This is an optimization exercise on Yosys and OpenROAD, whose aim is small area, not a production implementation. Function was checked by simulation only, so behaviour that the tests miss may differ from the original. The flow treats the clock pin as an ideal source. Dropping or thinning the clock tree relies on that and would not hold on a real chip. Power figures rest on the tool's default switching activity, not on a simulated workload.

[design/flow/design.v]
module ball ( input Clk, Reset, frame_clk,
              input [15:0] keycode,
              input [9:0] DrawX, DrawY,
              output logic [9:0] ballX, ballY,
              output left_out, attack_out );
  logic fcd;
  logic [9:0] X, Y;
  logic mv, ax, ng, left, attack;
  wire [9:0] Xn, Yn;
  wire mvn, axn, ngn, leftn, attackn;
  ball_next u_next(.X(X), .Y(Y), .mv(mv), .ax(ax), .ng(ng), .left(left), .attack(attack),
                   .fcd(fcd), .frame_clk(frame_clk), .Reset(Reset), .k(keycode[7:0]),
                   .Xn(Xn), .Yn(Yn), .mvn(mvn), .axn(axn), .ngn(ngn),
                   .leftn(leftn), .attackn(attackn));
  always_ff @(posedge Clk) begin
    fcd <= frame_clk;
    X <= Xn; Y <= Yn;
    mv <= mvn; ax <= axn; ng <= ngn;
    left <= leftn; attack <= attackn;
  end
  assign ballX = X; assign ballY = Y;
  assign left_out = left; assign attack_out = attack;
endmodule
module ball_next(input [9:0] X, input [9:0] Y, input mv, input ax, input ng, input left, input attack, input fcd, input frame_clk, input Reset, input [7:0] k, output [9:0] Xn, output [9:0] Yn, output mvn, output axn, output ngn, output leftn, output attackn);
  wire new_n62, new_n63, new_n64, new_n65, new_n66, new_n67, new_n69,
    new_n70, new_n71, new_n72, new_n73, new_n74, new_n75, new_n77, new_n78,
    new_n79, new_n80, new_n81, new_n82, new_n83, new_n85, new_n86, new_n87,
    new_n88, new_n89, new_n90, new_n91, new_n93, new_n94, new_n95, new_n96,
    new_n97, new_n98, new_n99, new_n101, new_n102, new_n103, new_n104,
    new_n105, new_n106, new_n107, new_n108, new_n109, new_n111, new_n112,
    new_n113, new_n114, new_n115, new_n116, new_n117, new_n118, new_n119,
    new_n120, new_n121, new_n122, new_n124, new_n125, new_n126, new_n127,
    new_n128, new_n129, new_n130, new_n131, new_n132, new_n133, new_n135,
    new_n136, new_n137, new_n138, new_n139, new_n140, new_n141, new_n142,
    new_n143, new_n144, new_n145, new_n146, new_n148, new_n149, new_n150,
    new_n151, new_n152, new_n153, new_n154, new_n155, new_n156, new_n158,
    new_n159, new_n160, new_n161, new_n163, new_n164, new_n165, new_n166,
    new_n167, new_n168, new_n169, new_n171, new_n172, new_n173, new_n174,
    new_n175, new_n176, new_n177, new_n179, new_n180, new_n181, new_n182,
    new_n183, new_n184, new_n185, new_n186, new_n188, new_n189, new_n190,
    new_n191, new_n192, new_n193, new_n194, new_n196, new_n197, new_n198,
    new_n199, new_n200, new_n201, new_n202, new_n204, new_n205, new_n206,
    new_n207, new_n208, new_n209, new_n210, new_n211, new_n212, new_n214,
    new_n215, new_n216, new_n217, new_n218, new_n219, new_n220, new_n221,
    new_n222, new_n223, new_n224, new_n225, new_n226, new_n227, new_n229,
    new_n230, new_n231, new_n232, new_n233, new_n234, new_n235, new_n236,
    new_n237, new_n238, new_n239, new_n240, new_n241, new_n242, new_n243,
    new_n244, new_n245, new_n246, new_n247, new_n248, new_n249, new_n250,
    new_n252, new_n253, new_n254, new_n255, new_n256, new_n257, new_n258,
    new_n259, new_n260, new_n261, new_n262, new_n263, new_n265, new_n266,
    new_n267, new_n268, new_n269, new_n270, new_n271, new_n272, new_n273,
    new_n274, new_n275, new_n276, new_n277, new_n278, new_n279, new_n280,
    new_n281, new_n282, new_n283, new_n284, new_n285, new_n286, new_n287,
    new_n288, new_n289, new_n290, new_n291, new_n292, new_n293, new_n294,
    new_n295, new_n296, new_n297, new_n298, new_n299, new_n300, new_n301,
    new_n302, new_n303, new_n304, new_n305, new_n306, new_n307, new_n308,
    new_n309, new_n310, new_n311, new_n312, new_n313, new_n314, new_n315,
    new_n316, new_n317, new_n318, new_n319, new_n320, new_n321, new_n322,
    new_n323, new_n324, new_n325, new_n326, new_n327, new_n328, new_n329,
    new_n330, new_n331, new_n332, new_n333, new_n334, new_n335, new_n336,
    new_n337, new_n338, new_n339, new_n340, new_n341, new_n342, new_n343,
    new_n344, new_n345, new_n346, new_n347, new_n348, new_n349, new_n350,
    new_n351, new_n352, new_n353, new_n354, new_n355, new_n356, new_n357,
    new_n358, new_n359, new_n360, new_n361, new_n362, new_n363, new_n364,
    new_n365, new_n366, new_n367, new_n368, new_n369, new_n370, new_n371,
    new_n372, new_n373, new_n374, new_n375, new_n376, new_n377, new_n378,
    new_n379, new_n380, new_n381, new_n382, new_n383, new_n384, new_n385,
    new_n386, new_n387, new_n388, new_n389, new_n390, new_n391, new_n392,
    new_n393, new_n394, new_n395, new_n396, new_n397, new_n398, new_n399,
    new_n400, new_n401, new_n402, new_n403, new_n404, new_n405, new_n406,
    new_n407, new_n408, new_n409, new_n410, new_n411, new_n412, new_n413,
    new_n414, new_n415, new_n416, new_n417, new_n418, new_n419, new_n420,
    new_n421, new_n422, new_n423, new_n424, new_n425, new_n426, new_n427,
    new_n428, new_n429, new_n430, new_n431, new_n432, new_n433, new_n434,
    new_n435, new_n436, new_n437, new_n438, new_n439, new_n440, new_n441,
    new_n442, new_n443, new_n444, new_n445, new_n446, new_n447, new_n448,
    new_n449, new_n450, new_n451, new_n452, new_n453, new_n454, new_n455,
    new_n456, new_n457, new_n458, new_n459, new_n460, new_n461, new_n462,
    new_n463, new_n464, new_n465, new_n466, new_n467, new_n468, new_n469,
    new_n470, new_n471, new_n472, new_n473, new_n474, new_n475, new_n476,
    new_n477, new_n478, new_n479, new_n480, new_n481, new_n482, new_n483,
    new_n484, new_n485, new_n486, new_n487, new_n488, new_n489, new_n490,
    new_n491, new_n492, new_n493, new_n494, new_n495, new_n496, new_n497,
    new_n498, new_n499, new_n500, new_n501, new_n502, new_n503, new_n504,
    new_n505, new_n506, new_n507, new_n508, new_n509, new_n510, new_n511,
    new_n512, new_n513, new_n514, new_n515, new_n516, new_n517, new_n518,
    new_n519, new_n520, new_n521, new_n522, new_n523, new_n524, new_n525,
    new_n526, new_n527, new_n528, new_n529, new_n530, new_n531, new_n532,
    new_n533, new_n534, new_n535, new_n536, new_n537, new_n538, new_n539,
    new_n540, new_n541, new_n542, new_n543, new_n544, new_n545, new_n546,
    new_n547, new_n548, new_n549, new_n550, new_n551, new_n552, new_n553,
    new_n554, new_n555, new_n556, new_n557, new_n558, new_n559, new_n560,
    new_n561, new_n562, new_n563, new_n564, new_n565, new_n566, new_n567,
    new_n568, new_n569, new_n570, new_n571, new_n572, new_n573, new_n574,
    new_n575, new_n576, new_n577, new_n578, new_n579, new_n580, new_n581,
    new_n582, new_n583, new_n584, new_n585, new_n586, new_n587, new_n588,
    new_n589, new_n590, new_n591, new_n592, new_n593, new_n594, new_n595,
    new_n596, new_n597, new_n598, new_n599, new_n600, new_n601, new_n602,
    new_n603, new_n604, new_n605, new_n606, new_n607, new_n608, new_n609,
    new_n610, new_n611, new_n612, new_n613, new_n614, new_n615, new_n616,
    new_n617, new_n618, new_n619, new_n620, new_n621, new_n622, new_n623,
    new_n624, new_n625, new_n626, new_n627, new_n628, new_n629, new_n630,
    new_n631, new_n632, new_n633, new_n634, new_n635, new_n636, new_n637,
    new_n638, new_n639, new_n640, new_n641, new_n642, new_n643, new_n644,
    new_n645, new_n646, new_n647, new_n648, new_n649, new_n650, new_n651,
    new_n652, new_n653, new_n654, new_n655, new_n656, new_n657, new_n658,
    new_n659, new_n660, new_n661, new_n662, new_n663, new_n664, new_n665,
    new_n666, new_n667, new_n668, new_n669, new_n670, new_n671, new_n672,
    new_n673, new_n674, new_n675, new_n676, new_n677, new_n678, new_n679,
    new_n680, new_n681, new_n682, new_n683, new_n684, new_n685, new_n686,
    new_n687, new_n688, new_n689, new_n690, new_n691, new_n692, new_n693,
    new_n694, new_n695, new_n696, new_n697, new_n698, new_n699, new_n700,
    new_n701, new_n702, new_n703, new_n704, new_n705, new_n706, new_n707,
    new_n708, new_n709, new_n710, new_n711, new_n712, new_n713, new_n714,
    new_n716, new_n717, new_n719, new_n720, new_n721, new_n722, new_n723,
    new_n724, new_n725, new_n726, new_n727, new_n728, new_n729, new_n730,
    new_n731, new_n732, new_n733, new_n734, new_n735, new_n736, new_n737,
    new_n738, new_n739, new_n740, new_n741, new_n742, new_n743, new_n744,
    new_n745, new_n746, new_n747, new_n749, new_n750, new_n751, new_n752,
    new_n754, new_n755, new_n756;
  assign new_n62 = ~fcd & frame_clk;
  assign new_n63 = mv & new_n62;
  assign new_n64 = ax & new_n63;
  assign new_n65 = X[0] & new_n64;
  assign new_n66 = ~X[0] & ~new_n64;
  assign new_n67 = ~Reset & ~new_n66;
  assign Xn[0] = ~new_n65 & new_n67;
  assign new_n69 = X[0] & ~ng;
  assign new_n70 = ~X[0] & ng;
  assign new_n71 = ~new_n69 & ~new_n70;
  assign new_n72 = new_n64 & ~new_n71;
  assign new_n73 = X[1] & new_n72;
  assign new_n74 = ~X[1] & ~new_n72;
  assign new_n75 = ~Reset & ~new_n74;
  assign Xn[1] = ~new_n73 & new_n75;
  assign new_n77 = ~X[0] & ~X[1];
  assign new_n78 = X[0] & X[1];
  assign new_n79 = ~new_n77 & ~new_n78;
  assign new_n80 = new_n72 & ~new_n79;
  assign new_n81 = X[2] & new_n80;
  assign new_n82 = ~X[2] & ~new_n80;
  assign new_n83 = ~Reset & ~new_n82;
  assign Xn[2] = ~new_n81 & new_n83;
  assign new_n85 = ~X[1] & ~X[2];
  assign new_n86 = X[1] & X[2];
  assign new_n87 = ~new_n85 & ~new_n86;
  assign new_n88 = new_n80 & ~new_n87;
  assign new_n89 = X[3] & new_n88;
  assign new_n90 = ~X[3] & ~new_n88;
  assign new_n91 = ~Reset & ~new_n90;
  assign Xn[3] = ~new_n89 & new_n91;
  assign new_n93 = X[0] & ~X[3];
  assign new_n94 = ~X[0] & X[3];
  assign new_n95 = ~new_n93 & ~new_n94;
  assign new_n96 = new_n88 & new_n95;
  assign new_n97 = X[4] & new_n96;
  assign new_n98 = ~X[4] & ~new_n96;
  assign new_n99 = ~Reset & ~new_n98;
  assign Xn[4] = ~new_n97 & new_n99;
  assign new_n101 = ~X[2] & ~X[3];
  assign new_n102 = ~X[4] & new_n101;
  assign new_n103 = X[2] & X[3];
  assign new_n104 = X[4] & new_n103;
  assign new_n105 = ~new_n102 & ~new_n104;
  assign new_n106 = new_n88 & ~new_n105;
  assign new_n107 = X[5] & new_n106;
  assign new_n108 = ~X[5] & ~new_n106;
  assign new_n109 = ~Reset & ~new_n108;
  assign Xn[5] = ~new_n107 & new_n109;
  assign new_n111 = ~new_n77 & new_n103;
  assign new_n112 = ~X[4] & ~new_n111;
  assign new_n113 = X[5] & ~new_n112;
  assign new_n114 = ~X[4] & ~X[5];
  assign new_n115 = X[1] & new_n103;
  assign new_n116 = X[0] & new_n115;
  assign new_n117 = new_n114 & ~new_n116;
  assign new_n118 = ~new_n113 & ~new_n117;
  assign new_n119 = new_n106 & ~new_n118;
  assign new_n120 = X[6] & ~new_n119;
  assign new_n121 = ~X[6] & new_n119;
  assign new_n122 = ~Reset & ~new_n121;
  assign Xn[6] = new_n120 | ~new_n122;
  assign new_n124 = X[4] & X[5];
  assign new_n125 = X[6] & new_n124;
  assign new_n126 = new_n78 & new_n125;
  assign new_n127 = ~X[6] & new_n114;
  assign new_n128 = ~X[3] & new_n127;
  assign new_n129 = ~new_n126 & ~new_n128;
  assign new_n130 = new_n96 & ~new_n129;
  assign new_n131 = X[7] & new_n130;
  assign new_n132 = ~X[7] & ~new_n130;
  assign new_n133 = ~Reset & ~new_n132;
  assign Xn[7] = ~new_n131 & new_n133;
  assign new_n135 = X[6] & X[7];
  assign new_n136 = ~X[4] & X[5];
  assign new_n137 = new_n101 & new_n136;
  assign new_n138 = X[7] & ~new_n137;
  assign new_n139 = X[3] & new_n124;
  assign new_n140 = X[6] & new_n139;
  assign new_n141 = ~new_n138 & ~new_n140;
  assign new_n142 = ~new_n135 & ~new_n141;
  assign new_n143 = new_n130 & ~new_n142;
  assign new_n144 = X[8] & ~new_n143;
  assign new_n145 = ~X[8] & new_n143;
  assign new_n146 = ~Reset & ~new_n145;
  assign Xn[8] = new_n144 | ~new_n146;
  assign new_n148 = X[7] & X[8];
  assign new_n149 = ~ng & ~new_n148;
  assign new_n150 = ~X[7] & ~X[8];
  assign new_n151 = ng & ~new_n150;
  assign new_n152 = ~new_n149 & ~new_n151;
  assign new_n153 = new_n130 & new_n152;
  assign new_n154 = ~X[9] & ~new_n153;
  assign new_n155 = X[9] & new_n153;
  assign new_n156 = ~Reset & ~new_n155;
  assign Xn[9] = ~new_n154 & new_n156;
  assign new_n158 = ~ax & new_n63;
  assign new_n159 = Y[0] & new_n158;
  assign new_n160 = ~Y[0] & ~new_n158;
  assign new_n161 = ~Reset & ~new_n160;
  assign Yn[0] = ~new_n159 & new_n161;
  assign new_n163 = Y[0] & ~ng;
  assign new_n164 = ~Y[0] & ng;
  assign new_n165 = ~new_n163 & ~new_n164;
  assign new_n166 = new_n158 & ~new_n165;
  assign new_n167 = Y[1] & new_n166;
  assign new_n168 = ~Y[1] & ~new_n166;
  assign new_n169 = ~Reset & ~new_n168;
  assign Yn[1] = ~new_n167 & new_n169;
  assign new_n171 = ~Y[0] & ~Y[1];
  assign new_n172 = Y[0] & Y[1];
  assign new_n173 = ~new_n171 & ~new_n172;
  assign new_n174 = new_n166 & ~new_n173;
  assign new_n175 = ~Y[2] & ~new_n174;
  assign new_n176 = Y[2] & new_n174;
  assign new_n177 = ~Reset & ~new_n176;
  assign Yn[2] = ~new_n175 & new_n177;
  assign new_n179 = Y[1] & Y[2];
  assign new_n180 = Y[0] & new_n179;
  assign new_n181 = ~Y[2] & new_n171;
  assign new_n182 = ~new_n180 & ~new_n181;
  assign new_n183 = new_n166 & ~new_n182;
  assign new_n184 = Y[3] & new_n183;
  assign new_n185 = ~Y[3] & ~new_n183;
  assign new_n186 = ~Reset & ~new_n185;
  assign Yn[3] = ~new_n184 & new_n186;
  assign new_n188 = ~Y[2] & ~Y[3];
  assign new_n189 = Y[2] & Y[3];
  assign new_n190 = ~new_n188 & ~new_n189;
  assign new_n191 = new_n183 & ~new_n190;
  assign new_n192 = ~Y[4] & new_n191;
  assign new_n193 = Y[4] & ~new_n191;
  assign new_n194 = ~Reset & ~new_n193;
  assign Yn[4] = new_n192 | ~new_n194;
  assign new_n196 = ~Y[4] & new_n188;
  assign new_n197 = Y[4] & new_n189;
  assign new_n198 = ~new_n196 & ~new_n197;
  assign new_n199 = new_n183 & ~new_n198;
  assign new_n200 = Y[5] & ~new_n199;
  assign new_n201 = ~Y[5] & new_n199;
  assign new_n202 = ~Reset & ~new_n201;
  assign Yn[5] = new_n200 | ~new_n202;
  assign new_n204 = ~Y[1] & ~Y[2];
  assign new_n205 = Y[3] & ~new_n204;
  assign new_n206 = ~Y[5] & new_n205;
  assign new_n207 = ~Y[3] & Y[5];
  assign new_n208 = ~new_n206 & ~new_n207;
  assign new_n209 = new_n199 & new_n208;
  assign new_n210 = ~Y[6] & new_n209;
  assign new_n211 = Y[6] & ~new_n209;
  assign new_n212 = ~Reset & ~new_n211;
  assign Yn[6] = new_n210 | ~new_n212;
  assign new_n214 = Y[4] & Y[5];
  assign new_n215 = ~new_n188 & new_n214;
  assign new_n216 = Y[6] & ~new_n215;
  assign new_n217 = ~Y[2] & ~new_n172;
  assign new_n218 = ~Y[4] & ~new_n217;
  assign new_n219 = ~Y[3] & ~new_n218;
  assign new_n220 = ~Y[4] & ~Y[5];
  assign new_n221 = new_n219 & new_n220;
  assign new_n222 = ~Y[6] & ~new_n221;
  assign new_n223 = ~new_n216 & ~new_n222;
  assign new_n224 = new_n191 & new_n223;
  assign new_n225 = Y[7] & ~new_n224;
  assign new_n226 = ~Y[7] & new_n224;
  assign new_n227 = ~Reset & ~new_n226;
  assign Yn[7] = new_n225 | ~new_n227;
  assign new_n229 = ~Y[6] & ~Y[7];
  assign new_n230 = Y[1] & new_n189;
  assign new_n231 = ~Y[4] & ~new_n230;
  assign new_n232 = Y[5] & ~new_n231;
  assign new_n233 = new_n229 & ~new_n232;
  assign new_n234 = Y[2] & Y[4];
  assign new_n235 = Y[6] & Y[7];
  assign new_n236 = Y[3] & Y[5];
  assign new_n237 = new_n235 & new_n236;
  assign new_n238 = new_n234 & new_n237;
  assign new_n239 = ~new_n233 & ~new_n238;
  assign new_n240 = Y[4] & Y[6];
  assign new_n241 = ~Y[1] & ~Y[5];
  assign new_n242 = new_n188 & new_n241;
  assign new_n243 = new_n240 & ~new_n242;
  assign new_n244 = ~new_n189 & new_n220;
  assign new_n245 = ~new_n243 & ~new_n244;
  assign new_n246 = new_n191 & ~new_n245;
  assign new_n247 = ~new_n239 & new_n246;
  assign new_n248 = ~Y[8] & ~new_n247;
  assign new_n249 = Y[8] & new_n247;
  assign new_n250 = ~Reset & ~new_n249;
  assign Yn[8] = ~new_n248 & new_n250;
  assign new_n252 = Y[8] & new_n235;
  assign new_n253 = ~new_n217 & new_n252;
  assign new_n254 = ~Y[7] & ~Y[8];
  assign new_n255 = ~Y[5] & new_n254;
  assign new_n256 = ~Y[6] & new_n255;
  assign new_n257 = Y[2] & ~new_n171;
  assign new_n258 = new_n256 & ~new_n257;
  assign new_n259 = ~new_n253 & ~new_n258;
  assign new_n260 = new_n209 & ~new_n259;
  assign new_n261 = ~Y[9] & ~new_n260;
  assign new_n262 = Y[9] & new_n260;
  assign new_n263 = ~Reset & ~new_n262;
  assign Yn[9] = ~new_n261 & new_n263;
  assign new_n265 = ~X[5] & ~X[6];
  assign new_n266 = X[3] & ~new_n85;
  assign new_n267 = ~X[4] & ~X[6];
  assign new_n268 = ~new_n266 & new_n267;
  assign new_n269 = ~new_n265 & ~new_n268;
  assign new_n270 = X[9] & new_n150;
  assign new_n271 = ~new_n269 & new_n270;
  assign new_n272 = ~X[9] & new_n148;
  assign new_n273 = new_n114 & ~new_n115;
  assign new_n274 = X[6] & ~new_n273;
  assign new_n275 = new_n115 & new_n136;
  assign new_n276 = ~new_n115 & new_n124;
  assign new_n277 = ~new_n275 & ~new_n276;
  assign new_n278 = ~new_n274 & new_n277;
  assign new_n279 = new_n272 & ~new_n278;
  assign new_n280 = ~new_n271 & ~new_n279;
  assign new_n281 = new_n180 & ~new_n280;
  assign new_n282 = ~new_n265 & ~new_n267;
  assign new_n283 = ~new_n274 & new_n282;
  assign new_n284 = new_n148 & ~new_n283;
  assign new_n285 = ~new_n103 & new_n267;
  assign new_n286 = X[7] & ~X[8];
  assign new_n287 = ~new_n265 & new_n286;
  assign new_n288 = ~new_n285 & new_n287;
  assign new_n289 = ~X[7] & X[8];
  assign new_n290 = new_n127 & new_n289;
  assign new_n291 = ~new_n288 & ~new_n290;
  assign new_n292 = ~X[6] & ~new_n139;
  assign new_n293 = new_n289 & ~new_n292;
  assign new_n294 = X[8] & new_n124;
  assign new_n295 = ~X[2] & ~X[7];
  assign new_n296 = ~new_n266 & ~new_n295;
  assign new_n297 = new_n294 & new_n296;
  assign new_n298 = ~new_n293 & ~new_n297;
  assign new_n299 = new_n291 & new_n298;
  assign new_n300 = ~new_n284 & new_n299;
  assign new_n301 = ~X[9] & ~new_n300;
  assign new_n302 = ~X[7] & ~X[9];
  assign new_n303 = ~X[8] & new_n302;
  assign new_n304 = new_n114 & ~new_n266;
  assign new_n305 = X[6] & ~new_n304;
  assign new_n306 = new_n303 & ~new_n305;
  assign new_n307 = ~new_n271 & ~new_n306;
  assign new_n308 = ~new_n301 & new_n307;
  assign new_n309 = ~new_n113 & ~new_n308;
  assign new_n310 = X[6] & ~new_n309;
  assign new_n311 = Y[2] & new_n171;
  assign new_n312 = ~Y[5] & new_n311;
  assign new_n313 = Y[1] & Y[5];
  assign new_n314 = new_n217 & new_n313;
  assign new_n315 = ~new_n312 & ~new_n314;
  assign new_n316 = ~new_n266 & new_n290;
  assign new_n317 = new_n302 & ~new_n316;
  assign new_n318 = ~new_n315 & new_n317;
  assign new_n319 = ~new_n310 & new_n318;
  assign new_n320 = ~new_n281 & ~new_n319;
  assign new_n321 = ~Y[4] & ~Y[6];
  assign new_n322 = ~Y[5] & new_n240;
  assign new_n323 = ~new_n321 & ~new_n322;
  assign new_n324 = ~Y[8] & ~new_n220;
  assign new_n325 = ~Y[3] & Y[7];
  assign new_n326 = new_n324 & new_n325;
  assign new_n327 = ~new_n323 & new_n326;
  assign new_n328 = ~new_n320 & new_n327;
  assign new_n329 = ~new_n269 & ~new_n308;
  assign new_n330 = Y[4] & ~Y[7];
  assign new_n331 = ~new_n321 & ~new_n330;
  assign new_n332 = ~Y[8] & new_n242;
  assign new_n333 = ~new_n331 & new_n332;
  assign new_n334 = new_n220 & new_n229;
  assign new_n335 = new_n230 & new_n334;
  assign new_n336 = new_n306 & new_n335;
  assign new_n337 = ~new_n333 & ~new_n336;
  assign new_n338 = ~X[8] & ~X[9];
  assign new_n339 = ~new_n135 & new_n338;
  assign new_n340 = X[3] & X[4];
  assign new_n341 = ~new_n85 & new_n340;
  assign new_n342 = new_n150 & new_n265;
  assign new_n343 = ~new_n341 & new_n342;
  assign new_n344 = ~new_n339 & ~new_n343;
  assign new_n345 = ~new_n337 & ~new_n344;
  assign new_n346 = ~new_n329 & new_n345;
  assign new_n347 = X[7] & ~X[9];
  assign new_n348 = ~Y[4] & ~new_n269;
  assign new_n349 = new_n347 & ~new_n348;
  assign new_n350 = X[8] & ~X[9];
  assign new_n351 = ~new_n271 & ~new_n350;
  assign new_n352 = ~new_n349 & new_n351;
  assign new_n353 = ~Y[1] & new_n189;
  assign new_n354 = new_n254 & new_n353;
  assign new_n355 = ~new_n323 & new_n354;
  assign new_n356 = ~new_n352 & new_n355;
  assign new_n357 = ~new_n346 & ~new_n356;
  assign new_n358 = Y[0] & ~new_n357;
  assign new_n359 = ~new_n101 & new_n125;
  assign new_n360 = ~new_n265 & ~new_n359;
  assign new_n361 = ~Y[2] & ~new_n360;
  assign new_n362 = X[4] & new_n86;
  assign new_n363 = new_n148 & new_n265;
  assign new_n364 = ~new_n362 & new_n363;
  assign new_n365 = X[4] & new_n364;
  assign new_n366 = X[2] & new_n365;
  assign new_n367 = ~Y[0] & ~new_n366;
  assign new_n368 = ~new_n361 & ~new_n367;
  assign new_n369 = ~new_n340 & new_n364;
  assign new_n370 = ~new_n293 & ~new_n369;
  assign new_n371 = Y[5] & Y[6];
  assign new_n372 = ~Y[3] & Y[8];
  assign new_n373 = new_n371 & new_n372;
  assign new_n374 = ~Y[4] & new_n373;
  assign new_n375 = Y[1] & ~new_n217;
  assign new_n376 = new_n374 & new_n375;
  assign new_n377 = ~new_n370 & new_n376;
  assign new_n378 = ~new_n368 & new_n377;
  assign new_n379 = ~Y[7] & Y[8];
  assign new_n380 = ~Y[6] & new_n379;
  assign new_n381 = ~Y[3] & new_n214;
  assign new_n382 = new_n380 & new_n381;
  assign new_n383 = new_n311 & new_n382;
  assign new_n384 = new_n172 & new_n188;
  assign new_n385 = new_n334 & new_n384;
  assign new_n386 = ~new_n383 & ~new_n385;
  assign new_n387 = new_n180 & new_n382;
  assign new_n388 = new_n293 & new_n387;
  assign new_n389 = new_n386 & ~new_n388;
  assign new_n390 = ~new_n378 & new_n389;
  assign new_n391 = ~new_n308 & ~new_n390;
  assign new_n392 = new_n259 & ~new_n391;
  assign new_n393 = X[6] & new_n115;
  assign new_n394 = ~X[5] & ~new_n104;
  assign new_n395 = Y[0] & ~new_n394;
  assign new_n396 = ~new_n393 & new_n395;
  assign new_n397 = ~Y[4] & new_n241;
  assign new_n398 = new_n235 & new_n397;
  assign new_n399 = ~new_n396 & new_n398;
  assign new_n400 = ~Y[6] & ~new_n215;
  assign new_n401 = Y[3] & new_n182;
  assign new_n402 = Y[4] & new_n401;
  assign new_n403 = ~new_n205 & new_n220;
  assign new_n404 = ~new_n188 & new_n403;
  assign new_n405 = ~new_n232 & ~new_n404;
  assign new_n406 = ~new_n402 & new_n405;
  assign new_n407 = new_n400 & ~new_n406;
  assign new_n408 = new_n324 & new_n407;
  assign new_n409 = ~new_n399 & ~new_n408;
  assign new_n410 = ~Y[1] & new_n142;
  assign new_n411 = Y[1] & ~new_n269;
  assign new_n412 = ~X[7] & ~Y[0];
  assign new_n413 = ~new_n126 & new_n412;
  assign new_n414 = ~new_n359 & new_n413;
  assign new_n415 = ~new_n411 & new_n414;
  assign new_n416 = ~new_n410 & ~new_n415;
  assign new_n417 = ~Y[2] & Y[3];
  assign new_n418 = new_n338 & new_n417;
  assign new_n419 = ~new_n416 & new_n418;
  assign new_n420 = ~new_n409 & new_n419;
  assign new_n421 = ~Y[2] & Y[4];
  assign new_n422 = new_n172 & new_n421;
  assign new_n423 = new_n115 & new_n124;
  assign new_n424 = ~X[6] & new_n302;
  assign new_n425 = ~new_n423 & new_n424;
  assign new_n426 = ~new_n344 & ~new_n425;
  assign new_n427 = ~new_n272 & ~new_n426;
  assign new_n428 = new_n128 & ~new_n426;
  assign new_n429 = new_n139 & new_n286;
  assign new_n430 = new_n373 & ~new_n429;
  assign new_n431 = ~new_n428 & new_n430;
  assign new_n432 = ~new_n427 & new_n431;
  assign new_n433 = X[8] & ~new_n118;
  assign new_n434 = ~X[8] & ~new_n269;
  assign new_n435 = new_n237 & new_n347;
  assign new_n436 = ~new_n274 & new_n435;
  assign new_n437 = ~new_n434 & new_n436;
  assign new_n438 = ~new_n433 & new_n437;
  assign new_n439 = ~new_n86 & new_n128;
  assign new_n440 = new_n382 & ~new_n439;
  assign new_n441 = new_n271 & new_n440;
  assign new_n442 = ~new_n438 & ~new_n441;
  assign new_n443 = ~new_n432 & new_n442;
  assign new_n444 = new_n422 & ~new_n443;
  assign new_n445 = Y[0] & new_n374;
  assign new_n446 = ~X[6] & ~X[8];
  assign new_n447 = new_n382 & ~new_n446;
  assign new_n448 = ~new_n445 & ~new_n447;
  assign new_n449 = new_n115 & new_n127;
  assign new_n450 = ~X[9] & ~new_n449;
  assign new_n451 = ~new_n291 & new_n450;
  assign new_n452 = ~new_n448 & new_n451;
  assign new_n453 = ~Y[5] & new_n219;
  assign new_n454 = Y[6] & ~new_n453;
  assign new_n455 = new_n244 & new_n454;
  assign new_n456 = X[9] & ~new_n102;
  assign new_n457 = ~Y[0] & Y[8];
  assign new_n458 = ~new_n456 & new_n457;
  assign new_n459 = ~new_n427 & new_n458;
  assign new_n460 = new_n455 & new_n459;
  assign new_n461 = ~new_n452 & ~new_n460;
  assign new_n462 = ~Y[1] & Y[2];
  assign new_n463 = ~new_n461 & new_n462;
  assign new_n464 = ~new_n444 & ~new_n463;
  assign new_n465 = ~new_n420 & new_n464;
  assign new_n466 = new_n392 & new_n465;
  assign new_n467 = ~new_n358 & new_n466;
  assign new_n468 = ~new_n328 & new_n467;
  assign new_n469 = new_n111 & new_n278;
  assign new_n470 = ~Y[9] & new_n379;
  assign new_n471 = ~new_n230 & new_n255;
  assign new_n472 = Y[8] & ~new_n400;
  assign new_n473 = ~new_n471 & ~new_n472;
  assign new_n474 = ~new_n383 & ~new_n473;
  assign new_n475 = new_n470 & ~new_n474;
  assign new_n476 = Y[0] & Y[2];
  assign new_n477 = new_n236 & new_n476;
  assign new_n478 = new_n233 & ~new_n477;
  assign new_n479 = Y[3] & new_n218;
  assign new_n480 = ~Y[5] & ~new_n219;
  assign new_n481 = ~new_n479 & new_n480;
  assign new_n482 = new_n478 & ~new_n481;
  assign new_n483 = new_n475 & ~new_n482;
  assign new_n484 = ~new_n220 & new_n407;
  assign new_n485 = ~Y[3] & ~new_n180;
  assign new_n486 = Y[5] & ~new_n485;
  assign new_n487 = ~Y[6] & ~new_n486;
  assign new_n488 = new_n171 & new_n188;
  assign new_n489 = new_n240 & ~new_n488;
  assign new_n490 = Y[4] & ~new_n189;
  assign new_n491 = ~new_n489 & new_n490;
  assign new_n492 = ~Y[8] & ~Y[9];
  assign new_n493 = Y[7] & new_n492;
  assign new_n494 = ~new_n491 & new_n493;
  assign new_n495 = ~new_n487 & new_n494;
  assign new_n496 = ~new_n454 & new_n495;
  assign new_n497 = ~new_n484 & new_n496;
  assign new_n498 = ~new_n483 & ~new_n497;
  assign new_n499 = new_n135 & ~new_n498;
  assign new_n500 = ~X[4] & new_n148;
  assign new_n501 = X[0] & ~X[5];
  assign new_n502 = new_n492 & ~new_n501;
  assign new_n503 = new_n500 & new_n502;
  assign new_n504 = new_n239 & new_n503;
  assign new_n505 = ~new_n499 & ~new_n504;
  assign new_n506 = new_n469 & ~new_n505;
  assign new_n507 = ~X[0] & new_n365;
  assign new_n508 = ~X[7] & new_n93;
  assign new_n509 = X[7] & new_n94;
  assign new_n510 = ~new_n508 & ~new_n509;
  assign new_n511 = X[1] & ~X[6];
  assign new_n512 = new_n294 & new_n511;
  assign new_n513 = ~new_n510 & new_n512;
  assign new_n514 = ~new_n507 & ~new_n513;
  assign new_n515 = ~new_n181 & ~new_n486;
  assign new_n516 = ~Y[4] & ~new_n515;
  assign new_n517 = ~new_n171 & new_n197;
  assign new_n518 = new_n245 & ~new_n517;
  assign new_n519 = ~new_n487 & new_n518;
  assign new_n520 = ~new_n516 & new_n519;
  assign new_n521 = ~new_n514 & new_n520;
  assign new_n522 = new_n126 & new_n148;
  assign new_n523 = ~new_n223 & new_n522;
  assign new_n524 = ~new_n521 & ~new_n523;
  assign new_n525 = X[2] & ~X[3];
  assign new_n526 = new_n470 & new_n525;
  assign new_n527 = ~new_n524 & new_n526;
  assign new_n528 = ~new_n506 & ~new_n527;
  assign new_n529 = new_n468 & ~new_n528;
  assign new_n530 = X[2] & new_n364;
  assign new_n531 = X[1] & ~X[2];
  assign new_n532 = X[5] & new_n531;
  assign new_n533 = new_n293 & new_n532;
  assign new_n534 = ~new_n530 & ~new_n533;
  assign new_n535 = ~new_n196 & new_n371;
  assign new_n536 = new_n93 & ~new_n535;
  assign new_n537 = ~new_n534 & new_n536;
  assign new_n538 = X[3] & new_n85;
  assign new_n539 = ~X[6] & X[9];
  assign new_n540 = new_n501 & new_n539;
  assign new_n541 = new_n538 & new_n540;
  assign new_n542 = ~new_n475 & new_n541;
  assign new_n543 = ~new_n537 & ~new_n542;
  assign new_n544 = X[4] & ~new_n543;
  assign new_n545 = X[6] & new_n469;
  assign new_n546 = new_n286 & new_n545;
  assign new_n547 = ~Y[2] & ~new_n401;
  assign new_n548 = ~X[7] & ~new_n547;
  assign new_n549 = ~new_n180 & new_n489;
  assign new_n550 = ~new_n548 & new_n549;
  assign new_n551 = X[7] & new_n476;
  assign new_n552 = ~Y[4] & ~new_n179;
  assign new_n553 = new_n207 & new_n552;
  assign new_n554 = ~new_n551 & new_n553;
  assign new_n555 = ~new_n207 & new_n421;
  assign new_n556 = new_n207 & new_n234;
  assign new_n557 = ~new_n555 & ~new_n556;
  assign new_n558 = ~new_n206 & new_n557;
  assign new_n559 = ~new_n554 & new_n558;
  assign new_n560 = X[0] & new_n302;
  assign new_n561 = ~X[0] & X[7];
  assign new_n562 = ~new_n560 & ~new_n561;
  assign new_n563 = ~X[1] & ~X[6];
  assign new_n564 = new_n103 & new_n563;
  assign new_n565 = ~new_n562 & new_n564;
  assign new_n566 = ~Y[6] & ~new_n214;
  assign new_n567 = ~X[4] & ~new_n566;
  assign new_n568 = ~new_n291 & new_n567;
  assign new_n569 = new_n565 & new_n568;
  assign new_n570 = ~new_n559 & new_n569;
  assign new_n571 = ~new_n550 & new_n570;
  assign new_n572 = ~new_n546 & ~new_n571;
  assign new_n573 = ~new_n544 & new_n572;
  assign new_n574 = new_n386 & ~new_n573;
  assign new_n575 = X[0] & new_n286;
  assign new_n576 = new_n531 & new_n575;
  assign new_n577 = ~X[0] & new_n86;
  assign new_n578 = new_n150 & new_n577;
  assign new_n579 = ~new_n576 & ~new_n578;
  assign new_n580 = new_n142 & ~new_n579;
  assign new_n581 = new_n136 & new_n580;
  assign new_n582 = X[9] & new_n525;
  assign new_n583 = new_n127 & new_n582;
  assign new_n584 = ~X[2] & ~X[6];
  assign new_n585 = Y[5] & new_n584;
  assign new_n586 = new_n429 & new_n585;
  assign new_n587 = ~new_n583 & ~new_n586;
  assign new_n588 = new_n77 & ~new_n587;
  assign new_n589 = new_n124 & new_n303;
  assign new_n590 = new_n565 & new_n589;
  assign new_n591 = new_n78 & new_n525;
  assign new_n592 = Y[5] & new_n591;
  assign new_n593 = new_n364 & new_n592;
  assign new_n594 = ~new_n590 & ~new_n593;
  assign new_n595 = ~new_n588 & new_n594;
  assign new_n596 = Y[6] & ~new_n406;
  assign new_n597 = ~new_n595 & new_n596;
  assign new_n598 = ~new_n581 & ~new_n597;
  assign new_n599 = ~new_n574 & new_n598;
  assign new_n600 = ~new_n223 & new_n470;
  assign new_n601 = ~new_n599 & new_n600;
  assign new_n602 = X[3] & new_n114;
  assign new_n603 = ~X[3] & Y[7];
  assign new_n604 = new_n124 & new_n603;
  assign new_n605 = ~new_n401 & new_n604;
  assign new_n606 = new_n484 & new_n605;
  assign new_n607 = ~new_n602 & ~new_n606;
  assign new_n608 = Y[8] & ~new_n334;
  assign new_n609 = ~Y[9] & ~new_n608;
  assign new_n610 = ~new_n483 & ~new_n609;
  assign new_n611 = new_n254 & ~new_n371;
  assign new_n612 = ~new_n489 & new_n611;
  assign new_n613 = ~new_n478 & new_n612;
  assign new_n614 = ~new_n254 & ~new_n333;
  assign new_n615 = ~new_n613 & ~new_n614;
  assign new_n616 = new_n295 & new_n338;
  assign new_n617 = ~new_n615 & new_n616;
  assign new_n618 = ~new_n610 & new_n617;
  assign new_n619 = ~new_n607 & new_n618;
  assign new_n620 = ~X[6] & new_n148;
  assign new_n621 = new_n104 & new_n620;
  assign new_n622 = new_n497 & new_n621;
  assign new_n623 = ~new_n217 & new_n236;
  assign new_n624 = new_n233 & ~new_n623;
  assign new_n625 = new_n492 & ~new_n624;
  assign new_n626 = ~new_n475 & ~new_n625;
  assign new_n627 = new_n473 & new_n583;
  assign new_n628 = ~new_n613 & new_n627;
  assign new_n629 = ~new_n626 & new_n628;
  assign new_n630 = ~new_n622 & ~new_n629;
  assign new_n631 = ~new_n619 & new_n630;
  assign new_n632 = ~X[0] & X[1];
  assign new_n633 = ~new_n631 & new_n632;
  assign new_n634 = ~new_n333 & new_n340;
  assign new_n635 = new_n235 & ~new_n403;
  assign new_n636 = ~new_n612 & ~new_n635;
  assign new_n637 = new_n634 & new_n636;
  assign new_n638 = new_n580 & new_n637;
  assign new_n639 = ~X[0] & new_n285;
  assign new_n640 = new_n269 & new_n639;
  assign new_n641 = ~new_n545 & ~new_n640;
  assign new_n642 = ~new_n238 & new_n286;
  assign new_n643 = ~new_n641 & new_n642;
  assign new_n644 = ~new_n638 & ~new_n643;
  assign new_n645 = ~new_n478 & ~new_n644;
  assign new_n646 = ~new_n401 & new_n455;
  assign new_n647 = ~new_n484 & ~new_n646;
  assign new_n648 = ~X[3] & new_n563;
  assign new_n649 = ~new_n114 & ~new_n648;
  assign new_n650 = ~X[0] & new_n287;
  assign new_n651 = ~new_n649 & new_n650;
  assign new_n652 = new_n589 & new_n591;
  assign new_n653 = ~new_n651 & ~new_n652;
  assign new_n654 = Y[7] & ~new_n653;
  assign new_n655 = ~new_n647 & new_n654;
  assign new_n656 = ~new_n645 & ~new_n655;
  assign new_n657 = new_n492 & ~new_n656;
  assign new_n658 = ~new_n221 & new_n252;
  assign new_n659 = new_n256 & ~new_n517;
  assign new_n660 = ~Y[9] & ~new_n659;
  assign new_n661 = ~new_n658 & new_n660;
  assign new_n662 = ~X[0] & ~new_n661;
  assign new_n663 = new_n125 & ~new_n662;
  assign new_n664 = ~new_n626 & new_n640;
  assign new_n665 = ~new_n663 & ~new_n664;
  assign new_n666 = X[9] & ~new_n665;
  assign new_n667 = X[0] & ~new_n661;
  assign new_n668 = new_n127 & new_n303;
  assign new_n669 = ~new_n667 & new_n668;
  assign new_n670 = new_n449 & new_n560;
  assign new_n671 = ~X[2] & new_n513;
  assign new_n672 = ~new_n670 & ~new_n671;
  assign new_n673 = new_n483 & ~new_n672;
  assign new_n674 = ~Y[8] & new_n238;
  assign new_n675 = ~new_n380 & ~new_n674;
  assign new_n676 = new_n651 & ~new_n675;
  assign new_n677 = ~X[8] & new_n267;
  assign new_n678 = new_n560 & new_n677;
  assign new_n679 = ~new_n608 & new_n678;
  assign new_n680 = ~new_n612 & new_n679;
  assign new_n681 = ~new_n676 & ~new_n680;
  assign new_n682 = ~Y[9] & new_n538;
  assign new_n683 = ~new_n681 & new_n682;
  assign new_n684 = ~new_n673 & ~new_n683;
  assign new_n685 = ~new_n669 & new_n684;
  assign new_n686 = ~new_n666 & new_n685;
  assign new_n687 = ~new_n657 & new_n686;
  assign new_n688 = ~new_n633 & new_n687;
  assign new_n689 = ~new_n601 & new_n688;
  assign new_n690 = ~new_n529 & new_n689;
  assign new_n691 = k[2] & ~k[3];
  assign new_n692 = ~k[5] & ~k[6];
  assign new_n693 = ~k[7] & new_n692;
  assign new_n694 = ~k[0] & ~k[1];
  assign new_n695 = ~k[4] & new_n694;
  assign new_n696 = new_n693 & new_n695;
  assign new_n697 = new_n691 & new_n696;
  assign new_n698 = k[1] & new_n693;
  assign new_n699 = k[0] & ~k[4];
  assign new_n700 = new_n691 & new_n699;
  assign new_n701 = new_n698 & new_n700;
  assign new_n702 = ~new_n697 & ~new_n701;
  assign new_n703 = new_n468 & ~new_n702;
  assign new_n704 = new_n62 & ~new_n703;
  assign new_n705 = new_n690 & new_n704;
  assign new_n706 = ~k[2] & k[3];
  assign new_n707 = ~new_n691 & ~new_n706;
  assign new_n708 = ~k[0] & k[4];
  assign new_n709 = ~new_n707 & new_n708;
  assign new_n710 = new_n698 & new_n709;
  assign new_n711 = new_n468 & ~new_n710;
  assign new_n712 = new_n705 & new_n711;
  assign new_n713 = ~mv & ~new_n62;
  assign new_n714 = ~Reset & ~new_n713;
  assign mvn = ~new_n712 & new_n714;
  assign new_n716 = ~ax & ~new_n62;
  assign new_n717 = ~Reset & ~new_n716;
  assign axn = ~new_n705 & new_n717;
  assign new_n719 = ~Reset & new_n62;
  assign new_n720 = k[3] & new_n710;
  assign new_n721 = ~new_n697 & ~new_n720;
  assign new_n722 = new_n468 & ~new_n721;
  assign new_n723 = ~Y[4] & ~Y[8];
  assign new_n724 = ~new_n476 & ~new_n723;
  assign new_n725 = ~Y[5] & ~new_n724;
  assign new_n726 = ~Y[0] & new_n234;
  assign new_n727 = ~new_n371 & ~new_n422;
  assign new_n728 = ~new_n726 & new_n727;
  assign new_n729 = ~new_n725 & new_n728;
  assign new_n730 = ~new_n468 & new_n729;
  assign new_n731 = ~new_n722 & ~new_n730;
  assign new_n732 = new_n690 & ~new_n731;
  assign new_n733 = ~X[5] & new_n148;
  assign new_n734 = X[5] & ~X[8];
  assign new_n735 = X[3] & ~new_n734;
  assign new_n736 = ~new_n733 & new_n735;
  assign new_n737 = ~X[2] & X[7];
  assign new_n738 = ~new_n265 & ~new_n737;
  assign new_n739 = ~X[1] & ~new_n738;
  assign new_n740 = new_n150 & new_n531;
  assign new_n741 = ~new_n739 & ~new_n740;
  assign new_n742 = ~new_n736 & new_n741;
  assign new_n743 = ~new_n690 & new_n742;
  assign new_n744 = ~new_n732 & ~new_n743;
  assign new_n745 = new_n719 & ~new_n744;
  assign new_n746 = ~Reset & ~new_n62;
  assign new_n747 = ng & new_n746;
  assign ngn = new_n745 | new_n747;
  assign new_n749 = new_n62 & new_n701;
  assign new_n750 = left & ~new_n749;
  assign new_n751 = new_n62 & new_n697;
  assign new_n752 = ~new_n750 & ~new_n751;
  assign leftn = ~Reset & ~new_n752;
  assign new_n754 = attack & new_n746;
  assign new_n755 = new_n706 & new_n719;
  assign new_n756 = new_n696 & new_n755;
  assign attackn = new_n754 | new_n756;
endmodule
[design/flow/flow/run.sh]
#!/bin/bash
# Own layout flow: the standard flow (standard.sh) with two changes:
#  - synthesis: the standard flow's synthesis script unchanged, except that ABC's cell mapping uses
#    flow/area.abc (area-oriented mapping) instead of ORFS's abc_area.script;
#  - placement: the port buffers are the smallest buffer cell (buf_1).
# Registers, their names and cells are the standard synthesis's.
set -euo pipefail
here=$(pwd)
{ head -n 1 synth_recipe.tcl; cat flow/abc_override.tcl; tail -n +2 synth_recipe.tcl; } > my_synth.tcl
sed "s#SYNTH_SCRIPT=[^ ]*synth_recipe.tcl#SYNTH_SCRIPT=$here/my_synth.tcl#" standard.sh > my_standard.sh
grep -q "SYNTH_SCRIPT=$here/my_synth.tcl" my_standard.sh
export MY_ABC_SCRIPT=$here/flow/area.abc
export BUFFER_PORTS_ARGS="-buffer_cell sky130_fd_sc_hd__buf_1"
bash my_standard.sh > flow.log 2>&1
[design/flow/flow/abc_override.tcl]
# ABC runs with the script named by MY_ABC_SCRIPT in place of the one synth.tcl passes.
proc abc {args} {
  set i [lsearch -exact $args -script]
  if { $i >= 0 } { lset args [expr {$i + 1}] $::env(MY_ABC_SCRIPT) }
  puts "abc (own flow script): $args"
  yosys abc {*}$args
}
[design/flow/flow/area.abc]
strash
dch -f
amap
topo
[design/flow/standard.sh]
#!/bin/bash
# synth_recipe.tcl (not shown) runs the flow's synth.tcl, then flattens the netlist and writes it again
# the make line also repeats each setting of config.mk as NAME=value (left out here)
make -C /OpenROAD-flow-scripts/flow DESIGN_CONFIG=/design/flow/config.mk WORK_HOME=/design/flow/orfs CLKGATE_MAP_FILE= SYNTH_SCRIPT=/design/flow/synth_recipe.tcl "${@:-finish}"
[design/flow/config.mk]
export PLATFORM = sky130hd
export DESIGN_NAME = ball
export DESIGN_NICKNAME = ball
export VERILOG_FILES = /design/flow/design.v
export SDC_FILE = /design/flow/constraint.sdc
export NUM_CORES = 4
export LEC_CHECK = 0
export ABC_AREA = 1
export CAP_MARGIN = 20
export CORE_MARGIN = 2
export CORE_UTILIZATION = 40
export CTS_CLUSTER_DIAMETER = 200
export CTS_CLUSTER_SIZE = 30
export SLEW_MARGIN = 20
[design/flow/constraint.sdc]
create_clock -name core_clock -period 10.0 [get_ports {Clk}]
set_input_delay 2.0000 -clock core_clock [delete_from_list [all_inputs] [get_ports {Clk}]]
set_output_delay 2.0000 -clock core_clock [all_outputs]
set_load 0.01 [all_outputs]
==> results.ini, run 1 <==
[global_route]
grt_pass1_vias = 3609
grt_overflow = 0
grt_start_max_net_pins = 17
grt_use_total_pct = 33.3
grt_pass1_wl_um = 20100
antenna_found_initial = 0

[logic_synthesis]
synthArstFlopShare_pct = 0
syn_nets = 510
synth_edf_count = 0
synthDistinctLibCells = 45
netlist_instances = 456
ys_seq_elements = 26
synthesis.area_um2 = 2890
ys_seq_area_share_pct = 18.0
synthFlopType = dfxtp_1
yosys-top-cells-area = dfxtp_1 18%, nor2_1 12%, clkinv_1 9.2%, ha_1 6.5%, o21ai_0 6.1%
synth_top_cell_area_share_pct = 18.0
avgSynthCellArea_um2 = 6.34
synth.largest_area_cell = dfxtp_1
ys_warn_count = 1

[clocking]
post_cts_buffers = 0
insertion_delay_ps = 280
cts_tree = yes
htree_levels = 1
cts_root_buffer = clkbuf_8
cts_resized = 0
hold_buffers = 0
clockBufferDepth = 2
cts_made_buffers = 3
clk_pin_slew_ps = 110
cts_sinks = 26

[detailed_routing]
wl_met2_um = 5610
vias = 3928
drtAntennaViolNets = 0
wl_um = 13000
top_layer_used = met4
firstDrtPassIters = 8
drt-met1-wl_um = 5410
wl_met3_um = 1420
detail_route.iter0.violations = 671
wl_per_cell_um = 22.0
vias_per_cell = 6.66
drc = 0

[finish]
drive_above_1_share_pct = 1.21
nFillCells = 785
areaGrowthSynthToFinish_pct = 10.7
fin_nets = 549
antenna_cells = 0
stdcell_area_um2 = 3200

[power_and_ir_drop]
power_density_nw_per_um2 = 59.4
max-vdd-ir-drop_v = 0.0000692
p_leak_nw = 0.957

[place]
dpl.hpwl_um = 9860
place_area_um2 = 3140
pre_cts_slack_ps = 5460
place_congestion = 1.08
port_buffers = 32

[setup_path]
crit_family = compound AO/OA/AOI/OAI gates
path_max_fanout = 11
path_cells = clkinv_1, nor2_1, clkinv_1, nor2_1, clkinv_1, nor2_1, nor2_1, and3_1, o21ai_0, a211oi_1, o221ai_1, a21boi_0, o221ai_1, o21ai_0, clkinv_1, o21ai_0, a31oi_1, o32ai_1
start_kind = flip-flop
arrival_ps = 5030
cp_slowest_stage_delay_ps = 640
required_ps = 10200
cp-end-kind = flip-flop
critPathSlowestCell = dfxtp_1
worstSetupPathType = flip-flop to flip-flop
crit_buf_inv = 4

[floorplan]
num_io_pins = 61
start_util_pct = 41.8
die_w_um = 89.0
core_area_um2 = 6910
dieHeight_um = 89.0
rows = 30
die-area_um2 = 7920

[sta]
clock_skew_ps = 4.00
hold_ws_ps = 474
slew_viol_final = 0
setup_slack_ps = 5160
setup_violations = 0
finalHoldViolCount = 0
min_period_over_period_pct = 48.4
fmax_ghz = 0.207
period_needed_ps = 4840
grt_setup_unrepaired = false
tns_ps = 0
slew_headroom_pct = 47.3
worstMarginPinSlew_ps = 784

[run]
cap_viol_max_count = 0

[status]
status = timing/DRC/antenna clean

[hold_path]
min-delay-path-class = flip-flop to flip-flop

## per-layer routing
layer / vias to the layer above / GRT usage, %
met5: - / 0
met4: 0 / 12.6
met3: 59 / 5.26
met2: 309 / 50.3
met1: 1788 / 47.6
li1: 1772 / -
## synth_stat cells, types with 4 or more instances
cell and instances:
a211oi_1 12, clkinv_1 71, dfxtp_1 26, ha_1 15
nor4_1 6, nor2_1 91, and3_1 4, o221ai_1 15
o21a_1 4, o22ai_1 5, a21oi_1 16, a31oi_1 13
a221oi_1 5, o21ai_0 35, o32ai_1 8, nand2_1 34
or3_1 7, nand3_1 13, nor3_1 28
## placed cells by master (no fill, tap or decap), drive strengths merged, types with 6 or more instances in the layout
cell type,netlist,final
dfxtp,26,26
clkinv,71,71
o32ai,8,8
nor4,6,6
a21oi,16,16
o221ai,15,15
o21ai,35,35
a31oi,13,13
nor2,91,91
nand2,34,34
buf,0,34
or3,7,7
nor3,28,28
nand3,13,13
a211oi,12,12
ha,15,15
## worst register-to-register path, cell delays in order (launching register included)
cell and delay (ps):
dfxtp_1 640, clkinv_1 410, nor2_1 240, clkinv_1 180, nor2_1 260, clkinv_1 150, nor2_1 240, nor2_1 170
and3_1 200, o21ai_0 140, a211oi_1 150, o221ai_1 220, a21boi_0 200, o221ai_1 320, o21ai_0 600, clkinv_1 170
o21ai_0 110, a31oi_1 60, o32ai_1 290
## through the flow
stage / power [W] / util, % / instances
3_3_place_gp: 0.000117 / 45.5 / 586
5_1_grt: 0.000194 / 46.3 / 590
6_report: 0.000190 / 46.3 / 590
4_1_cts: 0.000190 / 46.3 / 590
2_1_floorplan: 0.000112 / - / 456
3_5_place_dp: 0.000118 / 45.5 / 586
## registers in the layout, indices dropped and copies added (netlist names)
| name | cells |
|---|---|
| ng | 1 |
| attack | 1 |
| mv | 1 |
| left | 1 |
| ax | 1 |
| fcd | 1 |
| Y | 10 |
| X | 10 |
## power breakdown
group | leakage, nW | switching (W) | total, W | internal [W]
Sequential | 0.210 | 0.000000943 | 0.000105 | 0.000104
Clock | 0.0288 | 0.0000395 | 0.0000749 | 0.0000354
Combinational | 0.718 | 0.00000643 | 0.00000996 | 0.00000353
## kinds of logic after synthesis
logic type                 synth area share (%)
and+or+nand+nor                            31.2
AOI/OAI and AO/OA                          35.1
buffers and inverters                      9.22
DFF                                        18.0
adders and majority gates                  6.50
## layout make-up
cell class / count / area, µm² / area share [%]
multi-input combinational: 359 / 2100 / 65.7
inverter: 71 / 267 / 8.33
tap: 96 / 120 / 3.75
sequential: 26 / 520 / 16.3
timing repair buffer: 34 / 135 / 4.22
clock buffer: 4 / 55.1 / 1.72
## worst paths after layout
kind | startpoint | to | slack [ps] | cells after the start
setup / recovery | X[3] | ng | 5160 | 18
hold reg to reg | attack | attack | 470 | 2
hold / removal | attack | attack | 470 | 2
setup reg to reg | X[3] | ng | 5160 | 18
==> inputs of run 2 (changes only) <==
--- a/design/flow/flow/run.sh
+++ b/design/flow/flow/run.sh
@@ -3,4 +3,6 @@
 #  - synthesis: the standard flow's synthesis script unchanged, except that ABC's cell mapping uses
 #    flow/area.abc (area-oriented mapping) instead of ORFS's abc_area.script;
+#    and yosys's full/half-adder extraction is off (ADDER_MAP_FILE empty), so ABC maps
+#    all of the logic;
 #  - placement: the port buffers are the smallest buffer cell (buf_1).
 # Registers, their names and cells are the standard synthesis's.
@@ -11,4 +13,5 @@
 grep -q "SYNTH_SCRIPT=$here/my_synth.tcl" my_standard.sh
 export MY_ABC_SCRIPT=$here/flow/area.abc
+export ADDER_MAP_FILE=
 export BUFFER_PORTS_ARGS="-buffer_cell sky130_fd_sc_hd__buf_1"
 bash my_standard.sh > flow.log 2>&1
--- a/design/flow/config.mk
+++ b/design/flow/config.mk
@@ -10,5 +10,3 @@
 export CORE_MARGIN = 2
 export CORE_UTILIZATION = 40
-export CTS_CLUSTER_DIAMETER = 200
-export CTS_CLUSTER_SIZE = 30
 export SLEW_MARGIN = 20
==> results.ini, run 2 <==
[global_route]
antenna_found_initial = 0
grt_pass1_vias = 3523
grt_start_max_net_pins = 18
grt_overflow = 0
grt_pass1_wl_um = 19200
grt_use_total_pct = 33.1

[clocking]
cts_tree = yes
cts_resized = 0
clockBufferDepth = 2
hold_buffers = 0
clk_pin_slew_ps = 110
insertion_delay_ps = 290
post_cts_buffers = 0
cts_sinks = 26
cts_made_buffers = 3
htree_levels = 1
cts_root_buffer = clkbuf_8

[logic_synthesis]
synth_most_common_cell = nor2_1
ys_seq_elements = 26
ys_seq_area_share_pct = 19.0
synth.largest_area_cell = dfxtp_1
avgSynthCellArea_um2 = 6.12
synth_top_cell_area_share_pct = 19.0
netlist_instances = 448
synthFlopType = dfxtp_1
synthArstFlopShare_pct = 0
ys_top_cells_by_count = 99 x nor2_1, 68 x clkinv_1, 36 x o21ai_0
synthDistinctLibCells = 39
synthesis.area_um2 = 2740
ys_warn_count = 1
synth_edf_count = 0
syn_nets = 487
yosys-top-cells-area = dfxtp_1 19%, nor2_1 14%, clkinv_1 9.3%, o21ai_0 6.6%, nor3_1 5.5%

[finish]
largestRegisters = X (10), Y (10)
final_common_cell = nor2_1
layout_common_cells = 99 x nor2_1, 68 x clkinv_1, 36 x o21ai_0
nFillCells = 747
antenna_cells = 0
areaGrowthSynthToFinish_pct = 10.6
fin_nets = 524
fin_util_pct = 45.2
fin_cells = 564
drive_above_1_share_pct = 0.826

[sta]
min_period_over_period_pct = 44.7
clock_skew_ps = 12.8
slew_headroom_pct = 51.0
slew_viol_final = 0
tns_ps = 0
worstMarginPinSlew_ps = 735
setup_violations = 0
period_needed_ps = 4470
grt_setup_unrepaired = false
finalHoldViolCount = 0
fmax_ghz = 0.224

[power_and_ir_drop]
max-vdd-ir-drop_v = 0.0000585
p_total_w = 0.000207
p_leak_nw = 0.818
power_density_nw_per_um2 = 68.1

[detailed_routing]
wl_um = 12300
drtAntennaViolNets = 0
firstDrtPassIters = 5
detail_route.iter0.violations = 646
vias_per_cell = 6.99
vias = 3943
wl_per_cell_um = 21.9
drc = 0

[floorplan]
core_area_um2 = 6720
dieHeight_um = 86.8
rows = 30
start_util_pct = 40.8
die-area_um2 = 7540
die_w_um = 86.8
num_io_pins = 61

[setup_path]
cp-end-kind = flip-flop
start_kind = flip-flop
required_ps = 10170
arrival_ps = 4650
path_max_fanout = 13
worstSetupPathType = flip-flop to flip-flop

[status]
status = timing/DRC/antenna clean

[hold_path]
min-delay-path-class = flip-flop to flip-flop

[place]
port_buffers = 32
place_congestion = 1.06
dpl.hpwl_um = 9600
dp.cells = 560

[run]
cap_viol_max_count = 0

run 2: changes by cell type after synthesis, sizes merged, moves of 4 or more:
cell,previous run,this run
a31oi,13,7
o211ai,3,8
nor2,91,99
or4,3,8
ha,15,0
o32ai,8,4
a21oi,16,20
run 2: kinds of logic after synthesis:
group / after synthesis / synth area share (%)
flops: 26 / 19.0
compound gates: 150 / 38.6
buf+inv: 68 / 9.30
simple gates: 204 / 33.2
run 2: critical path, stage by stage (launching register included):
cell      delay (ps)
dfxtp_1          650
clkinv_1         500
nor2_1           280
clkinv_1         120
nor3_1           440
nand3_1          210
a21oi_1          290
or4_1            180
o32ai_1           80
a222oi_1         300
nor2_1            90
o311ai_0         290
o2111a_1         300
o21ai_0          180
nor3_1           310
a31oi_1          130
run 2: metrics by stage:
step	hold slack, ps	setup slack, ps	area [µm²]
after global placement	465	5470	2960
after CTS	492	5720	3040
after floorplan	480	6070	2740
after global routing	526	5280	3040
final	488	5530	3040
after detailed placement	470	5440	2960
run 2: power by group:
part / switching (W) / internal, W
sequential: 0.000000953 / 0.000104
clock: 0.0000384 / 0.0000537
combinational: 0.00000642 / 0.00000288
total: 0.0000457 / 0.000161
run 2: path summary, 6_finish.rpt:
kind / cells past startpoint / startpoint / slack (ps) / endpoint
setup / recovery: 15 / Y[4] / 5530 / mv
hold reg to reg: 2 / attack / 490 / attack
hold / removal: 2 / attack / 490 / attack
setup reg to reg: 15 / Y[4] / 5530 / mv
run 2: metal layers:
layer  track usage [%]  vias to the layer above  wire length, µm
li1                  -                     1775                -
met1              45.8                     1758             4880
met2              48.3                      336             5100
met3              6.29                       74             1540
met4              17.8                        0              816
met5                 0                        -                0
run 2: final cells by class:
class                      instances  area [µm²]  share of cell area [%]
multi-input combinational        354        1970                    64.8
tap                               80         100                    3.30
clock buffer                       3        41.3                    1.36
inverter                          68         255                    8.41
sequential                        26         520                    17.1
timing repair buffer              32         120                    3.96
clock inverter                     1        30.0                   0.989
==> inputs of run 3 (changes only) <==
==> design/flow/flow/run.sh (replaced) <==
#!/bin/bash
# Own layout flow: the standard flow (standard.sh) with these changes:
#  - synthesis: the standard flow's synthesis script unchanged, except that ABC's cell mapping uses
#    flow/area.abc (area-oriented mapping) instead of ORFS's abc_area.script,
#    and yosys's full/half-adder extraction is off (ADDER_MAP_FILE empty), so ABC maps
#    all of the logic;
#  - placement: the port buffers are the smallest buffer cell (buf_1);
#  - clock tree: after CTS, flow/clock_trim.tcl leaves one clock buffer driving all registers.
# Registers, their names and cells are the standard synthesis's.
set -euo pipefail
here=$(pwd)
{ head -n 1 synth_recipe.tcl; cat flow/abc_override.tcl; tail -n +2 synth_recipe.tcl; } > my_synth.tcl
sed "s#SYNTH_SCRIPT=[^ ]*synth_recipe.tcl#SYNTH_SCRIPT=$here/my_synth.tcl#" standard.sh > my_standard.sh
grep -q "SYNTH_SCRIPT=$here/my_synth.tcl" my_standard.sh
export MY_ABC_SCRIPT=$here/flow/area.abc
export ADDER_MAP_FILE=
export BUFFER_PORTS_ARGS="-buffer_cell sky130_fd_sc_hd__buf_1"
bash my_standard.sh cts > flow_to_cts.log 2>&1
cts_odb=$here/orfs/results/$FLOW_PLATFORM/ball/base/4_cts.odb
cp "$cts_odb" "$here/4_cts_before_trim.odb"
TRIM_ODB="$cts_odb" FLOW_CLK_PORT=Clk openroad -no_init -exit $here/flow/clock_trim.tcl > clock_trim.log 2>&1 || true
bash my_standard.sh > flow.log 2>&1
==> design/flow/flow/clock_trim.tcl (new file) <==
# After CTS: the clock tree of this small design becomes a single buffer. The root clock
# buffer (the only cell the clock port drives) drives every register's clock pin directly;
# the sink-cluster buffers and CTS's dummy loads are removed. All registers keep the same
# clock arrival (one buffer stage); the clock port still drives only the root buffer, which
# becomes a clkbuf_16.
set odb_file $::env(TRIM_ODB)
read_db $odb_file
set block [ord::get_db_block]
set clk_port_net [$block findNet $::env(FLOW_CLK_PORT)]
set roots {}
foreach it [$clk_port_net getITerms] { lappend roots [$it getInst] }
if { [llength $roots] != 1 } { puts "clock_trim: clock port drives [llength $roots] cells, leaving the tree as it is"; exit 0 }
set root [lindex $roots 0]
set root_out [[$root findITerm X] getNet]
set dead_insts {}
set dead_nets {}
foreach it [$root_out getITerms] {
  set inst [$it getInst]
  if { $inst == $root } { continue }
  set mname [[$inst getMaster] getName]
  if { [string match "*clkbuf*" $mname] || [string match "*clkinv*" $mname] } {
    set out_it [$inst findITerm X]
    if { $out_it == "NULL" || $out_it == "" } { set out_it [$inst findITerm Y] }
    if { $out_it != "NULL" && $out_it != "" } {
      set leaf_net [$out_it getNet]
      if { $leaf_net != "NULL" && $leaf_net != "" } {
        foreach lit [$leaf_net getITerms] {
          set li [$lit getInst]
          if { $li == $inst } { continue }
          set lm [[$li getMaster] getName]
          $lit disconnect
          if { [string match "*clkbuf*" $lm] || [string match "*clkinv*" $lm] } {
            lappend dead_insts $li
          } else {
            $lit connect $root_out
          }
        }
        lappend dead_nets $leaf_net
      }
    }
    lappend dead_insts $inst
  }
}
set n 0
foreach i [lsort -unique $dead_insts] { odb::dbInst_destroy $i; incr n }
foreach net [lsort -unique $dead_nets] { odb::dbNet_destroy $net }
# the single buffer drives all the registers: make it the strongest clock buffer and legalise
set db [ord::get_db]
set big [$db findMaster sky130_fd_sc_hd__clkbuf_16]
$root swapMaster $big
detailed_placement
check_placement
set sinks 0
foreach it [$root_out getITerms] { incr sinks }
puts "clock_trim: removed $n clock cells; root [$root getName] ([[$root getMaster] getName]) now has [expr {$sinks - 1}] sinks"
write_db $odb_file
==> results.ini, run 3 <==
[global_route]
grt_pass1_wl_um = 19200
grt_use_total_pct = 34.7
grt_pass1_vias = 3499
antenna_found_initial = 0
grt_overflow = 0
grt_start_max_net_pins = 28

[logic_synthesis]
synth_most_common_cell = nor2_1
synthDistinctLibCells = 39
netlist_instances = 448
synth_edf_count = 0
ys_warn_count = 1
ys_seq_area_share_pct = 19.0
ys_top_cells_by_count = 99 x nor2_1, 68 x clkinv_1, 36 x o21ai_0
synth_top_cell_area_share_pct = 19.0
avgSynthCellArea_um2 = 6.12
synthArstFlopShare_pct = 0
synth.largest_area_cell = dfxtp_1
syn_nets = 487
synthFlopType = dfxtp_1
ys_seq_elements = 26
yosys-top-cells-area = dfxtp_1 19%, nor2_1 14%, clkinv_1 9.3%, o21ai_0 6.6%, nor3_1 5.5%
synthesis.area_um2 = 2740

[detailed_routing]
vias = 3920
wl_met3_um = 1500
firstDrtPassIters = 6
drtAntennaViolNets = 0
wl_um = 12500
top_layer_used = met4
vias_per_cell = 6.98
drc = 0
drt-met1-wl_um = 4990
wl_per_cell_um = 22.2
wl_met2_um = 5240
detail_route.iter0.violations = 753

[setup_path]
path_max_fanout = 13
required_ps = 10070
path_cells = clkinv_1, nor2_1, clkinv_1, nor3_1, nand3_1, a21oi_1, or4_1, o32ai_1, a222oi_1, nor2_1, o311ai_0, o2111a_1, o21ai_0, nor3_1, a31oi_1
reg2regPathDepth = 15
critPathSlowestCell = dfxtp_1
start_kind = flip-flop
rr_startpoint = Y[4]
crit_buf_inv = 2
cp_slowest_stage_delay_ps = 660
crit_family = compound AO/OA/AOI/OAI gates
cp.depth = 15
setup.worst_path.start = Y[4]
reg2reg_slack_ps = 5480
worstSetupPathType = flip-flop to flip-flop
reg2reg_to = mv
critPathCapture = mv
arrival_ps = 4580
cp-end-kind = flip-flop

[power_and_ir_drop]
pwr-share-comb_pct = 4.8
p_total_w = 0.000194
clkPwrFrac_pct = 40.9
switching_power_w = 0.0000413
power_frac_seq_pct = 54.4
p_leak_nw = 0.809
power.share.switching_pct = 21.3
max-vdd-ir-drop_v = 0.0000805
power_density_nw_per_um2 = 64.2
intPower_w = 0.000153

[sta]
slew_headroom_pct = 52.2
period_needed_ps = 4520
clock_skew_ps = 1.51
finalHoldViolCount = 0
hold_ws_ps = 497
setup_violations = 0
fmax_ghz = 0.221
min_period_over_period_pct = 45.2
worstMarginPinSlew_ps = 717
grt_setup_unrepaired = false
tns_ps = 0
slew_viol_final = 0

[finish]
stdcell_area_um2 = 3020
drive_above_1_share_pct = 0.415
antenna_cells = 0
fin_nets = 522
layout_common_cells = 99 x nor2_1, 68 x clkinv_1, 36 x o21ai_0
largestRegisters = X (10), Y (10)
final_common_cell = nor2_1
areaGrowthSynthToFinish_pct = 10.0

[floorplan]
core_area_um2 = 6720
rows = 30
dieHeight_um = 86.8
die-area_um2 = 7540
start_util_pct = 40.8
num_io_pins = 61
die_w_um = 86.8

[place]
port_buffers = 32
place_area_um2 = 2960
dpl.hpwl_um = 9600
place_congestion = 1.06

[clocking]
clk_pin_slew_ps = 120
post_cts_buffers = 0
cts_resized = 0
hold_buffers = 0
insertion_delay_ps = 180
cts_sinks = 26

[status]
status = timing/DRC/antenna clean

[run]
cap_viol_max_count = 0

[hold_path]
min-delay-path-class = flip-flop to flip-flop

==> run 3: cell counts after synthesis <==
Identical to the previous run, type by type.
==> run 3: cells by family after synthesis <==
| kind of cell | count (synthesis) | synth area share (%) |
|---|---|---|
| AOI/OAI and AO/OA | 150 | 38.6 |
| buffers and inverters | 68 | 9.30 |
| DFF | 26 | 19.0 |
| and+or+nand+nor | 204 | 33.2 |
==> run 3: worst min path at each step <==
stage | startpoint | end | slack, ps | depth (start not counted)
5_1_grt | attack | attack | 530 | 2
6_report | attack | attack | 500 | 2
2_1_floorplan | attack | attack | 480 | 2
3_3_place_gp | attack | attack | 470 | 2
4_1_cts | attack | attack | 490 | 2
3_5_place_dp | attack | attack | 470 | 2
==> run 3: final cells by class <==
type	instances	area, µm²
fill	745	3700
multi-input combinational	354	1970
sequential	26	520
inverter	68	255
timing repair buffer	32	120
tap	80	100
clock inverter	1	30.0
clock buffer	1	25.0
==> run 3: worst reg2reg max path: cells and delay by family, from the launching register on <==
| kind | cells | cell delay (ps) |
|---|---|---|
| buffers and inverters | 2 | 630 |
| AO/OA/AOI/OAI | 7 | 1560 |
| flip-flops | 1 | 660 |
| AND/OR/NAND/NOR | 6 | 1540 |
==> run 3: through the flow <==
stage,std cells,setup WS [ps],utilization (%)
global route,562,5280,44.9
detailed placement,560,5440,44.1
global placement,560,5470,44.1
finish,562,5480,44.9
floorplan,448,6070,-
CTS,564,5720,45.2
==> run 3: metal layers <==
metal  GRT usage (%)  up-vias
met1            49.0     1759
met3            5.24       63
met5               0        -
met2            51.4      335
li1                -     1763
met4            16.1        0
==> run 3: power groups by stage <==
stage	Sequential, W	Combinational, W	Clock, W
3_3_place_gp	0.000108	0.00000902	0
2_1_floorplan	0.000107	0.00000486	0
6_report	0.000105	0.00000930	0.0000792
3_5_place_dp	0.000108	0.00000916	0
4_1_cts	0.000105	0.00000916	0.0000939
5_1_grt	0.000106	0.0000104	0.0000832

[what the ideal ports hide]
The results above use ideal ports. As a check the final layouts listed here were re-extracted and re-timed, cells and wires unchanged.
Step 1 sets driving cells, clkbuf_16 on the clock port and buf_2 on the other inputs (assumed; they add their load-dependent delay and slew).
Step 2 adds t to the input delays and takes it off the output delays; t is the mean of the earliest and latest rising clock arrival at the registers after step 1. Input paths then give back, and output paths get back, about the clock's delay inside the block.
a / b / c = ideal ports / drivers / drivers and shift; a / b = the first two.
run	t, ns	setup WS [ns]	hold slack, ns	worst data-port slew with drivers (ns)
run 1	0.315	5.162 / 5.162 / 5.162	0.474 / 0.474 / 0.474	0.03
run 2	0.311	5.527 / 5.527 / 5.365	0.488 / 0.488 / 0.488	0.03
run 3	0.211	5.482 / 5.482 / 5.364	0.497 / 0.497 / 0.497	0.03
After both steps setup and hold are still met in every run listed. The setup slack of run 2, which loses most, moves by 0.000 ns with the drivers and by -0.162 ns with both steps.
